Background: an optimization exercise with open tools, aiming at small area. Do not read the settings as production practice. The clock port is modelled as an ideal driver, which makes a skipped or thinned clock tree look cheaper than it is; a real chip needs a root buffer or a tree. Power figures rest on the tool's default switching activity, not on a simulated workload.

==> flow/design.v <==
module vg75
(
    input               clock,
    input               reset_n,
    output reg          r,
    output              g,
    output              b,
    output              hs,
    output              vs,
    input      [15:0]   cpu_address,
    input      [ 7:0]   cpu_out,
    input               cpu_we,
    input               cpu_rd,
    output     [15:0]   address,
    output reg [10:0]   font_address,
    input       [7:0]   in,
    input       [7:0]   font_in
);
assign g = r;
assign b = r;
reg  [ 2:0] ph;          
reg  [ 7:0] hc;          
reg  [ 3:0] ln;          
reg  [ 5:0] vr;          
reg  [ 4:0] frame;       
reg         flash;
reg  [ 5:0] mask;        
reg  [12:0] addr;        
reg         loaded;      
reg         display;
reg         ld;          
reg         ld_row;      
reg  [ 6:0] cursor_x;
reg  [ 5:0] cursor_y;
wire p0 = ~ph[2] & ~ph[0];
wire p1 = ~ph[1] &  ph[0];
wire p5 =  ph[2] & ~ph[1];
wire xmax  = ~hc[7] & hc[6] & hc[5] & hc[4] & p5;        
wire vlast =  vr[5] & ~vr[4] & vr[2];                    
wire ymax  = vlast & ln[1] & ln[0];                      
wire lnmax = ln[3] & ln[0];                              
assign hs = hc[7] | ~(hc[6] & hc[5]) | (hc[4:0] == 5'd0);   
assign vs = vlast & ln[1];                                 
wire text  = ~vr[5] & ~(vr[4] & vr[3] & vr[2] & vr[1]);   
wire hpos  = ~hc[7] & (~hc[6] | ~hc[5] & ~hc[4]);          
wire h80   = hc == 8'd80;
wire fetch = text & (hpos | h80);                          
wire match = (cursor_x == hc[6:0]) & (cursor_y == vr);
assign address = {{3{loaded}}, addr};
always @(posedge clock) begin
    ph <= reset_n == 0 || xmax ? 3'b110 : {ph[1:0], ~ph[2]};
    if (reset_n == 0 || xmax)
        hc <= 8'd235;
    else if (p5)
        hc <= hc + 1;
    if (reset_n == 0) begin
        ln <= 5;
        vr <= 6'd55;
    end else if (xmax) begin
        if (ymax) begin
            ln <= 5;
            vr <= 6'd55;
        end else if (lnmax) begin
            ln <= 0;
            vr <= vr + 1;
        end else
            ln <= ln + 1;
    end
    if (reset_n == 0) begin
        frame <= 0;
        flash <= 0;
    end else if (xmax && ymax) begin
        frame <= (frame == 29) ? 0 : frame + 1;
        if (frame == 29) flash <= ~flash;
    end
    if (reset_n == 0) begin
        addr   <= 0;
        loaded <= 0;
    end else if (fetch && p0) begin
        loaded <= 1;
        if (hc == 0) begin
            if (ln == 0) begin
                if (vr == 0) addr <= 13'h06A0;
            end else
                addr[12:4] <= addr[12:4] - 5;
        end else
            addr <= addr + 1;
    end
    if (reset_n == 0)
        font_address <= 0;
    else if (fetch && p1)
        font_address <= {in, ln[2:0]};
    if (text && hpos && p5)
        mask <= ln[3] ? {6{match & flash}} : font_in[5:0];
    else
        mask <= {mask[4:0], 1'b0};
    r <= reset_n & display & mask[5] & ~hc[7];
    if (reset_n == 0) begin
        display  <= 1;
        ld       <= 0;
        cursor_x <= 0;
        cursor_y <= 0;
    end else if (cpu_we) begin
        if (cpu_address == 16'hC001) begin
            if (cpu_out[7:5] == 3'b001) begin
                ld      <= 0;
                display <= |cpu_out[4:0];
            end
            if (cpu_out == 8'h80) begin
                ld     <= 1;
                ld_row <= 0;
            end
        end else if (cpu_address == 16'hC000 && ld) begin
            ld_row <= ~ld_row;
            if (ld_row) cursor_y <= cpu_out[5:0];
            else        cursor_x <= cpu_out[6:0];
        end
    end
end
endmodule
export LEC_CHECK = 0
export ABC_AREA = 1
export CAP_MARGIN = 20
export CORE_MARGIN = 2
export CORE_UTILIZATION = 40
export SLEW_MARGIN = 20
create_clock -name core_clock -period 10.0 [get_ports {clock}]
run.sh (not shown) runs the stock make flow with config.mk's settings and CLKGATE_MAP_FILE= SYNTH_SCRIPT=/design/flow/synth_recipe.tcl, a recipe that flattens the netlist after the stock synthesis.
The first run finished with timing, DRC and antenna clean.
==> next run, changes <==
ABC_AREA = unset   (was 1)
Effect: Setup slack improved by 19 ps. Critical path depth is unchanged. Routed wire length goes down by about 8%. Combinational power goes down by 7.1%. Global-route usage goes down by 0.19 points. Utilization goes up by 0.91 points. Total power goes down by 4.0%. Clock skew goes up by 7.2 ps. Worst hold slack improved by 21 ps.
==> next run, changes <==
==> flow/flow/run.sh (new file) <==
#!/bin/bash
# Standard synthesis, then the standard layout with small port buffers.
set -euo pipefail
bash standard.sh synth > synth.log 2>&1
bash standard.sh "BUFFER_PORTS_ARGS=-buffer_cell sky130_fd_sc_hd__buf_1" finish > layout.log 2>&1
==> flow/standard.sh (new file) <==
#!/bin/bash
# synth_recipe.tcl (not shown) runs the flow's synth.tcl, then flattens the netlist and writes it again
# the make line also repeats each setting of config.mk as NAME=value (left out here)
make -C /OpenROAD-flow-scripts/flow DESIGN_CONFIG=/design/flow/config.mk WORK_HOME=/design/flow/orfs CLKGATE_MAP_FILE= SYNTH_SCRIPT=/design/flow/synth_recipe.tcl "${@:-finish}"
removed: flow/run.sh
Outcome:
- The changed run finished with timing, DRC and antenna clean
- worst setup slack gets better by 350 ps
- clock-buffer cell count rises by 1
- synthesized cell count is unchanged
- wire length came out lower by 4.7%
- synthesized area does not change
Function was not checked in any run of this note: the RTL went through the layout flow alone.

* * *

Setup of 11-21:
// vg75: RTL as listed in full above, without the edits since
clock: 10.0 ns
lec_check: 0
cap_margin: 20
core_margin: 2
core_utilization: 40
slew_margin: 20
standard.sh (not shown) runs the stock make flow with config.mk's settings and CLKGATE_MAP_FILE= SYNTH_SCRIPT=/design/flow/synth_recipe.tcl, a recipe that flattens the netlist after the stock synthesis.
==> flow/flow/run.sh <==
#!/bin/bash
# Standard synthesis, then the standard layout with two changes:
#  - port buffers are buf_1 cells;
#  - the clock tree is a few clock buffers, each driving one k-means group
#    of flip-flops (flow/cts_hook.tcl), instead of TritonCTS's tree.
set -euo pipefail
export FLOW_CTS_K=${FLOW_CTS_K:-4}
export FLOW_CTS_BUF=${FLOW_CTS_BUF:-sky130_fd_sc_hd__clkbuf_16}
bash standard.sh synth > synth.log 2>&1
bash standard.sh \
  "BUFFER_PORTS_ARGS=-buffer_cell sky130_fd_sc_hd__buf_1" \
  "PRE_CTS_TCL=$PWD/flow/cts_hook.tcl" \
  finish > layout.log 2>&1
==> flow/flow/cts_hook.tcl <==
# Clock tree: the clock port drives a few clock buffers, each placed at the
# centre of a group of flip-flops (k-means on their placed positions), and
# each buffer drives its group's clock pins. This replaces TritonCTS.
proc my_kmeans_cts { k bufcell } {
  set block [ord::get_db_block]
  set dbu [$block getDefUnits]
  set pins {}
  set xs {}
  set ys {}
  foreach pin [get_pins -of_objects [get_nets clock]] {
    if { [get_property $pin direction] != "input" } { continue }
    set it [sta::sta_to_db_pin $pin]
    set loc [[$it getInst] getLocation]
    lappend pins $pin
    lappend xs [expr [lindex $loc 0] / double($dbu)]
    lappend ys [expr [lindex $loc 1] / double($dbu)]
  }
  set n [llength $pins]
  # initial centres: spread along x
  set order [lsort -real -indices $xs]
  set cx {}
  set cy {}
  for { set j 0 } { $j < $k } { incr j } {
    set i [lindex $order [expr int(($j + 0.5) * $n / $k)]]
    lappend cx [lindex $xs $i]
    lappend cy [lindex $ys $i]
  }
  for { set iter 0 } { $iter < 50 } { incr iter } {
    set asg {}
    for { set i 0 } { $i < $n } { incr i } {
      set best 0
      set bd 1e30
      for { set j 0 } { $j < $k } { incr j } {
        set d [expr abs([lindex $xs $i] - [lindex $cx $j]) + abs([lindex $ys $i] - [lindex $cy $j])]
        if { $d < $bd } { set bd $d; set best $j }
      }
      lappend asg $best
    }
    set ncx {}
    set ncy {}
    for { set j 0 } { $j < $k } { incr j } {
      set sx 0.0; set sy 0.0; set c 0
      for { set i 0 } { $i < $n } { incr i } {
        if { [lindex $asg $i] == $j } {
          set sx [expr $sx + [lindex $xs $i]]
          set sy [expr $sy + [lindex $ys $i]]
          incr c
        }
      }
      if { $c > 0 } {
        lappend ncx [expr $sx / $c]
        lappend ncy [expr $sy / $c]
      } else {
        lappend ncx [lindex $cx $j]
        lappend ncy [lindex $cy $j]
      }
    }
    set cx $ncx
    set cy $ncy
  }
  for { set j 0 } { $j < $k } { incr j } {
    set group {}
    for { set i 0 } { $i < $n } { incr i } {
      if { [lindex $asg $i] == $j } { lappend group [lindex $pins $i] }
    }
    if { [llength $group] == 0 } { continue }
    puts "clock group $j: [llength $group] sinks at [lindex $cx $j] [lindex $cy $j]"
    insert_buffer -buffer_cell $bufcell -net clock -load_pins $group \
      -location [list [lindex $cx $j] [lindex $cy $j]] \
      -buffer_name clkbuf_leaf_$j -net_name clknet_leaf_$j
  }
}

my_kmeans_cts $::env(FLOW_CTS_K) $::env(FLOW_CTS_BUF)
rename clock_tree_synthesis my_unused_cts
proc clock_tree_synthesis { args } {
  set_propagated_clock [all_clocks]
}
### 11-21 -> 09-26
-- flow/flow/run.sh --
<<< 11-21, line 7
export FLOW_CTS_K=${FLOW_CTS_K:-4}
export FLOW_CTS_BUF=${FLOW_CTS_BUF:-sky130_fd_sc_hd__clkbuf_16}
bash standard.sh synth > synth.log 2>&1
>>> 09-26, line 7
export FLOW_CTS_K=${FLOW_CTS_K:-4}
export FLOW_CTS_BUF=${FLOW_CTS_BUF:-sky130_fd_sc_hd__clkbuf_8}
bash standard.sh synth > synth.log 2>&1
-- flow/config.mk --
<<< 11-21, line 9
export CORE_MARGIN = 2
export CORE_UTILIZATION = 40
export SLEW_MARGIN = 20
>>> 09-26, line 9
export CORE_MARGIN = 2
export CORE_UTILIZATION = 70
export PLACE_DENSITY = 0.8
export SLEW_MARGIN = 20
## What came out
Between 11-21 and 09-26, final worst setup slack decreased. Changes observed in 09-26 relative to 11-21: via count up 90, fraction of area in registers +0.98 points, total length of routed met2 wires now sits higher, tap cell count shows a reduction of 57.
No run of this note included a check of the RTL's function; only the layout flow was run. No run of this note takes its clock network from TritonCTS; it comes from the design's own scripts or RTL.

* * *

Another version of the RTL of vg75 (not shown whole).
For scale: roughly 360 cells after synthesis, ~0.0028 mm² of cells after synthesis.
// vg75
module vg75
(
    input               clock,
    input               reset_n,
    output reg          r,
    output              g,
    output              b,
    output              hs,
    output              vs,
    input      [15:0]   cpu_address,
    input      [ 7:0]   cpu_out,
    input               cpu_we,
    input               cpu_rd,
    output     [15:0]   address,
    output reg [10:0]   font_address,
    input       [7:0]   in,
    input       [7:0]   font_in
);
assign g = r;
assign b = r;
reg  [ 2:0] ph;          
reg  [ 7:0] hc;          
reg  [ 3:0] ln;          
reg  [ 5:0] vr;          
reg  [ 4:0] frame;       
reg         flash;
reg  [ 5:0] mask;        
reg         loaded;      
reg         display;
reg         ld;          
reg         ld_row;      
reg  [ 6:0] cursor_x;
reg  [ 4:0] cursor_y;    
wire p0 = ~ph[2] & ~ph[0];
wire p1 = ~ph[1] &  ph[0];
wire p5 =  ph[2] & ~ph[1];
wire xmax  = ~hc[7] & hc[6] & hc[5] & hc[4] & p5;        
wire vlast =  vr[5] & ~vr[4] & vr[2];                    
wire ymax  = vlast & ln[1] & ln[0];                      
wire lnmax = ln[3] & ln[0];                              
assign hs = hc[7] | ~(hc[6] & hc[5]) | (hc[4:0] == 5'd0 & ~p0);   
assign vs = vlast & ln[1];                                         
wire text  = ~vr[5] & ~(vr[4] & vr[3] & vr[2] & vr[1]);   
wire hpos  = ~hc[7] & (~hc[6] | ~hc[5] & ~hc[4]);          
wire h80   = hc == 8'd80;
wire hin   = hpos | h80;                                   
  ...
export LEC_CHECK = 0
export CAP_MARGIN = 20
export CORE_MARGIN = 2
export CORE_UTILIZATION = 65
export SLEW_MARGIN = 20
create_clock -name core_clock -period 10.0 [get_ports {clock}]
==> flow/flow/run.sh <==
#!/bin/bash
# Layout flow:
#  1. the standard synthesis (standard.sh synth);
#  2. its combinational logic re-mapped for area by Yosys/ABC (flow/reopt.tcl),
#     flip-flops untouched, and the result proven equivalent to the standard
#     netlist (flow/eqv.tcl); if anything fails the standard netlist is kept;
#  3. the standard layout, with buf_1 port buffers and a clock tree of a few
#     clock buffers, each driving a k-means group of flip-flops (flow/cts_hook.tcl).
set -euo pipefail
W=$PWD
RES=$W/orfs/results/$FLOW_PLATFORM/vg75/base
export FLOW_CTS_K=${FLOW_CTS_K:-4}
export FLOW_CTS_BUF=${FLOW_CTS_BUF:-sky130_fd_sc_hd__clkbuf_16}
export REOPT_LIB=$FLOW_HOME/platforms/sky130hd/lib/sky130_fd_sc_hd__tt_025C_1v80.lib
export REOPT_DONT_USE="sky130_fd_sc_hd__probe_p_8 sky130_fd_sc_hd__probec_p_8 sky130_fd_sc_hd__lpflow_bleeder_1 sky130_fd_sc_hd__lpflow_clkbufkapwr_1 sky130_fd_sc_hd__lpflow_clkbufkapwr_16 sky130_fd_sc_hd__lpflow_clkbufkapwr_2 sky130_fd_sc_hd__lpflow_clkbufkapwr_4 sky130_fd_sc_hd__lpflow_clkbufkapwr_8 sky130_fd_sc_hd__lpflow_clkinvkapwr_1 sky130_fd_sc_hd__lpflow_clkinvkapwr_16 sky130_fd_sc_hd__lpflow_clkinvkapwr_2 sky130_fd_sc_hd__lpflow_clkinvkapwr_4 sky130_fd_sc_hd__lpflow_clkinvkapwr_8 sky130_fd_sc_hd__lpflow_decapkapwr_12 sky130_fd_sc_hd__lpflow_decapkapwr_3 sky130_fd_sc_hd__lpflow_decapkapwr_4 sky130_fd_sc_hd__lpflow_decapkapwr_6 sky130_fd_sc_hd__lpflow_decapkapwr_8 sky130_fd_sc_hd__lpflow_inputiso0n_1 sky130_fd_sc_hd__lpflow_inputiso0p_1 sky130_fd_sc_hd__lpflow_inputiso1n_1 sky130_fd_sc_hd__lpflow_inputiso1p_1 sky130_fd_sc_hd__lpflow_inputisolatch_1 sky130_fd_sc_hd__lpflow_isobufsrc_1 sky130_fd_sc_hd__lpflow_isobufsrc_16 sky130_fd_sc_hd__lpflow_isobufsrc_2 sky130_fd_sc_hd__lpflow_isobufsrc_4 sky130_fd_sc_hd__lpflow_isobufsrc_8 sky130_fd_sc_hd__lpflow_isobufsrckapwr_16 sky130_fd_sc_hd__lpflow_lsbuf_lh_hl_isowell_tap_1 sky130_fd_sc_hd__lpflow_lsbuf_lh_hl_isowell_tap_2 sky130_fd_sc_hd__lpflow_lsbuf_lh_hl_isowell_tap_4 sky130_fd_sc_hd__lpflow_lsbuf_lh_isowell_4 sky130_fd_sc_hd__lpflow_lsbuf_lh_isowell_tap_1 sky130_fd_sc_hd__lpflow_lsbuf_lh_isowell_tap_2 sky130_fd_sc_hd__lpflow_lsbuf_lh_isowell_tap_4"

bash standard.sh synth > synth.log 2>&1

mkdir -p reopt
cp $RES/1_2_yosys.v reopt/standard.v
python3 flow/cut.py reopt/standard.v reopt/standard_cut.v
# Several ABC runs with different random seeds, in parallel; the smallest
# netlist that is proven equivalent to the standard one is used.
remap() {
  local s=$1
  sed "s/SEED/$s/" flow/abc_area.script.in > reopt/abc_$s.script
  REOPT_IN=$W/reopt/standard.v REOPT_OUT=$W/reopt/remapped_$s.v REOPT_STAT=$W/reopt/stat_$s.txt \
    REOPT_ABC=$W/reopt/abc_$s.script yosys -c flow/reopt.tcl > reopt_$s.log 2>&1 \
  && python3 flow/cut.py reopt/remapped_$s.v reopt/remapped_${s}_cut.v \
  && EQV_GOLD=$W/reopt/standard_cut.v EQV_GATE=$W/reopt/remapped_${s}_cut.v \
       yosys -c flow/eqv.tcl > eqv_$s.log 2>&1 \
  && echo "$(awk '/Chip area/ {print $NF}' reopt/stat_$s.txt) $s" >> reopt/proven.txt
}
: > reopt/proven.txt
for s in 0 1 2 3; do remap $s & done
wait
if [[ -s reopt/proven.txt ]]; then
  best=$(sort -g reopt/proven.txt | head -1 | awk '{print $2}')
  echo "using the re-mapped netlist of seed $best" > reopt/choice.txt
  cp reopt/remapped_$best.v $RES/1_2_yosys.v
  rm -f $RES/1_synth.odb $RES/1_synth.sdc
else
  echo "re-mapping failed; using the standard netlist" > reopt/choice.txt
fi

bash standard.sh \
  "BUFFER_PORTS_ARGS=-buffer_cell sky130_fd_sc_hd__buf_1" \
  "PRE_CTS_TCL=$W/flow/cts_hook.tcl" \
  finish > layout.log 2>&1
==> flow/flow/abc_area.script.in <==
strash
&get -n
&st
&deepsyn -T 60 -S SEED
&put
dch -f
amap
==> flow/flow/cts_hook.tcl <==
# Clock tree: the clock port drives a few clock buffers, each placed at the
# centre of a group of flip-flops (k-means on their placed positions), and
# each buffer drives its group's clock pins. This replaces TritonCTS.
proc my_kmeans_cts { k bufcell } {
  set block [ord::get_db_block]
  set dbu [$block getDefUnits]
  set pins {}
  set xs {}
  set ys {}
  foreach pin [get_pins -of_objects [get_nets clock]] {
    if { [get_property $pin direction] != "input" } { continue }
    set it [sta::sta_to_db_pin $pin]
    set loc [[$it getInst] getLocation]
    lappend pins $pin
    lappend xs [expr [lindex $loc 0] / double($dbu)]
    lappend ys [expr [lindex $loc 1] / double($dbu)]
  }
  set n [llength $pins]
  # initial centres: spread along x
  set order [lsort -real -indices $xs]
  set cx {}
  set cy {}
  for { set j 0 } { $j < $k } { incr j } {
    set i [lindex $order [expr int(($j + 0.5) * $n / $k)]]
    lappend cx [lindex $xs $i]
    lappend cy [lindex $ys $i]
  }
  for { set iter 0 } { $iter < 50 } { incr iter } {
    set asg {}
    for { set i 0 } { $i < $n } { incr i } {
      set best 0
      set bd 1e30
      for { set j 0 } { $j < $k } { incr j } {
        set d [expr abs([lindex $xs $i] - [lindex $cx $j]) + abs([lindex $ys $i] - [lindex $cy $j])]
        if { $d < $bd } { set bd $d; set best $j }
      }
      lappend asg $best
    }
    set ncx {}
    set ncy {}
    for { set j 0 } { $j < $k } { incr j } {
      set sx 0.0; set sy 0.0; set c 0
      for { set i 0 } { $i < $n } { incr i } {
        if { [lindex $asg $i] == $j } {
          set sx [expr $sx + [lindex $xs $i]]
          set sy [expr $sy + [lindex $ys $i]]
          incr c
        }
      }
      if { $c > 0 } {
        lappend ncx [expr $sx / $c]
        lappend ncy [expr $sy / $c]
      } else {
        lappend ncx [lindex $cx $j]
        lappend ncy [lindex $cy $j]
      }
    }
    set cx $ncx
    set cy $ncy
  }
  for { set j 0 } { $j < $k } { incr j } {
    set group {}
    for { set i 0 } { $i < $n } { incr i } {
      if { [lindex $asg $i] == $j } { lappend group [lindex $pins $i] }
    }
    if { [llength $group] == 0 } { continue }
    puts "clock group $j: [llength $group] sinks at [lindex $cx $j] [lindex $cy $j]"
    insert_buffer -buffer_cell $bufcell -net clock -load_pins $group \
      -location [list [lindex $cx $j] [lindex $cy $j]] \
      -buffer_name clkbuf_leaf_$j -net_name clknet_leaf_$j
  }
}

my_kmeans_cts $::env(FLOW_CTS_K) $::env(FLOW_CTS_BUF)
# Optional root driver between the clock port and the leaf drivers (needed
# when the leaves are inverters, or when there are more than 4 of them).
if { [info exists ::env(FLOW_CTS_ROOT)] && $::env(FLOW_CTS_ROOT) != "" } {
  set leaves [get_pins -of_objects [get_nets clock] -filter "direction == input"]
  set sx 0.0; set sy 0.0; set c 0
  set dbu [[ord::get_db_block] getDefUnits]
  foreach pin $leaves {
    set loc [[[sta::sta_to_db_pin $pin] getInst] getLocation]
    set sx [expr $sx + [lindex $loc 0] / double($dbu)]
    set sy [expr $sy + [lindex $loc 1] / double($dbu)]
    incr c
  }
  insert_buffer -buffer_cell $::env(FLOW_CTS_ROOT) -net clock -load_pins $leaves \
    -location [list [expr $sx / $c] [expr $sy / $c]] -buffer_name clkbuf_root -net_name clknet_root
}
rename clock_tree_synthesis my_unused_cts
proc clock_tree_synthesis { args } {
  set_propagated_clock [all_clocks]
}
Other scripts of this flow, unchanged in this note and not shown: flow/flow/cut.py, flow/flow/eqv.tcl, flow/flow/reopt.tcl
The first run went through all stages and came out clean.
==> next run, changes <==
CORE_UTILIZATION = 40   (was 65)
After rerunning: The new run finished with timing, DRC and antenna clean. Flip-flop and latch count stays the same. Power is about the same. Register-to-register slack is better by 0.07 ns. Worst hold slack barely changes. Maximum frequency rose by 1.0%. Synthesized cell count does not change. Final area rose by 1.4%. Die area rose by 58%. Critical path depth does not change. Wire length rose by 3.6%. Global-route usage fell by 8.6 points.
==> next run, changes <==
--- a/flow/flow/run.sh
+++ b/flow/flow/run.sh
@@ -8 +8,2 @@
-#     clock buffers, each driving a k-means group of flip-flops (flow/cts_hook.tcl).
+#     buffers, each driving a k-means group of flip-flops (flow/cts_hook.tcl),
+#     sized by trying a few on the placed design (flow/cts_pick.tcl).
@@ -12,2 +12,0 @@
-export FLOW_CTS_K=${FLOW_CTS_K:-4}
-export FLOW_CTS_BUF=${FLOW_CTS_BUF:-sky130_fd_sc_hd__clkbuf_16}
@@ -46,4 +45,24 @@
-bash standard.sh \
-  "BUFFER_PORTS_ARGS=-buffer_cell sky130_fd_sc_hd__buf_1" \
-  "PRE_CTS_TCL=$W/flow/cts_hook.tcl" \
-  finish > layout.log 2>&1
+MAKEARGS=("BUFFER_PORTS_ARGS=-buffer_cell sky130_fd_sc_hd__buf_1" "PRE_CTS_TCL=$W/flow/cts_hook.tcl")
+bash standard.sh "${MAKEARGS[@]}" place > place.log 2>&1
+
+# Clock tree: the smallest of these (leaf count, leaf buffer, root buffer)
+# whose estimated clock-pin slew after placement is under 100 ps.
+: > cts_pick.log
+picked=""
+for cfg in "4 buf_8 -" "4 buf_12 -" "4 clkbuf_16 -" "6 buf_12 buf_4" "8 clkbuf_16 buf_8"; do
+  set -- $cfg
+  root=""; [[ $3 != - ]] && root=sky130_fd_sc_hd__$3
+  slew=$(FLOW_CTS_K=$1 FLOW_CTS_BUF=sky130_fd_sc_hd__$2 FLOW_CTS_ROOT=$root PICK_RES=$RES PICK_FLOW=$W/flow \
+         openroad -no_init -exit flow/cts_pick.tcl 2>&1 | tee -a cts_pick.log | awk '/^PICK_SLEW/ {print $2}' || true)
+  echo "config $cfg: slew $slew" >> cts_pick.log
+  if [[ -n $slew ]] && awk -v s=$slew 'BEGIN {exit !(s < 0.100)}'; then
+    picked=$cfg; break
+  fi
+done
+[[ -z $picked ]] && picked="8 clkbuf_16 buf_8"
+echo "picked $picked" >> cts_pick.log
+set -- $picked
+export FLOW_CTS_K=$1 FLOW_CTS_BUF=sky130_fd_sc_hd__$2
+export FLOW_CTS_ROOT=""; [[ $3 != - ]] && FLOW_CTS_ROOT=sky130_fd_sc_hd__$3
+
+bash standard.sh "${MAKEARGS[@]}" finish > layout.log 2>&1
==> flow/flow/abc_area.script.in (replaced) <==
strash
&get -n
&st
&deepsyn -J 1000 -T 240 -S SEED
&put
dch -f
amap
==> flow/flow/cts_pick.tcl (new file) <==
# Try one clock tree (flow/cts_hook.tcl with the FLOW_CTS_* settings) on the
# placed design and print the largest flip-flop clock-pin slew it gives.
set p $::env(FLOW_HOME)/platforms/sky130hd
read_lef $p/lef/sky130_fd_sc_hd.tlef
read_lef $p/lef/sky130_fd_sc_hd_merged.lef
read_liberty $p/lib/sky130_fd_sc_hd__tt_025C_1v80.lib
read_db $::env(PICK_RES)/3_place.odb
read_sdc $::env(PICK_RES)/3_place.sdc
source $p/setRC.tcl
source $::env(PICK_FLOW)/cts_hook.tcl
clock_tree_synthesis
detailed_placement
estimate_parasitics -placement
set mx 0
foreach pin [get_pins -hierarchical */CLK] {
  foreach k {slew_max_rise slew_max_fall} {
    set v [get_property $pin $k]
    if { $v > $mx } { set mx $v }
  }
}
puts "PICK_SLEW $mx"
CORE_UTILIZATION = 70   (was 40)
Result: Die area went down by 41%. Routed wire length went up by 3.6%. Hold slack gains 0.015 ns. Total power went down by 1.5%. Area after synthesis hardly moves. Setup slack loses 0.87 ns. Global-route usage went up by 14 points.
No functional check of the RTL was part of any run of this note. No run of this note takes its clock network from TritonCTS; it comes from the design's own scripts or RTL.

==> port drivers added, routing unchanged <==
The results above use ideal ports. As a check the final layouts listed here were re-extracted and re-timed, cells and wires unchanged. Step 1, drivers: a clkbuf_16 drives clock and a buf_2 each remaining input, both assumed. Step 2 times the ports against the registers' clock, not the clock port: input delays grow and output delays shrink by t, the midpoint of the rising clock arrivals with the driver on. a / b / c = ideal ports / drivers / drivers and shift; a / b = the first two.
run	t (ns)	setup WS [ns]	hold slack, ns	worst register clock-pin slew, ns	worst data-port slew with drivers (ns)
the first run of note 1	0.371	5.941 / 5.907 / 6.034	0.451 / 0.451 / 0.451	0.08 / 0.08	0.04
the second run of note 1	0.384	5.960 / 5.927 / 5.996	0.472 / 0.472 / 0.472	0.10 / 0.10	0.03
the third run of note 1	0.378	6.311 / 6.280 / 6.361	0.479 / 0.479 / 0.479	0.09 / 0.09	0.03
11-21	0.220	6.523 / 6.467 / 6.361	0.480 / 0.480 / 0.480	0.09 / 0.09	0.03
09-26	0.221	6.506 / 6.460 / 6.323	0.480 / 0.480 / 0.480	0.12 / 0.12	0.03
the first run of note 3	0.199	4.826 / 4.758 / 4.956	0.432 / 0.432 / 0.432	0.07 / 0.07	0.04
the second run of note 3	0.205	4.880 / 4.806 / 5.011	0.430 / 0.430 / 0.430	0.08 / 0.08	0.03
the third run of note 3	0.185	4.010 / 3.933 / 4.118	0.445 / 0.446 / 0.446	0.09 / 0.09	0.05
After both steps every run listed still meets setup and hold. For 09-26, which loses most, drivers alone change the setup slack by -0.046 ns; drivers and shift together by -0.183 ns.
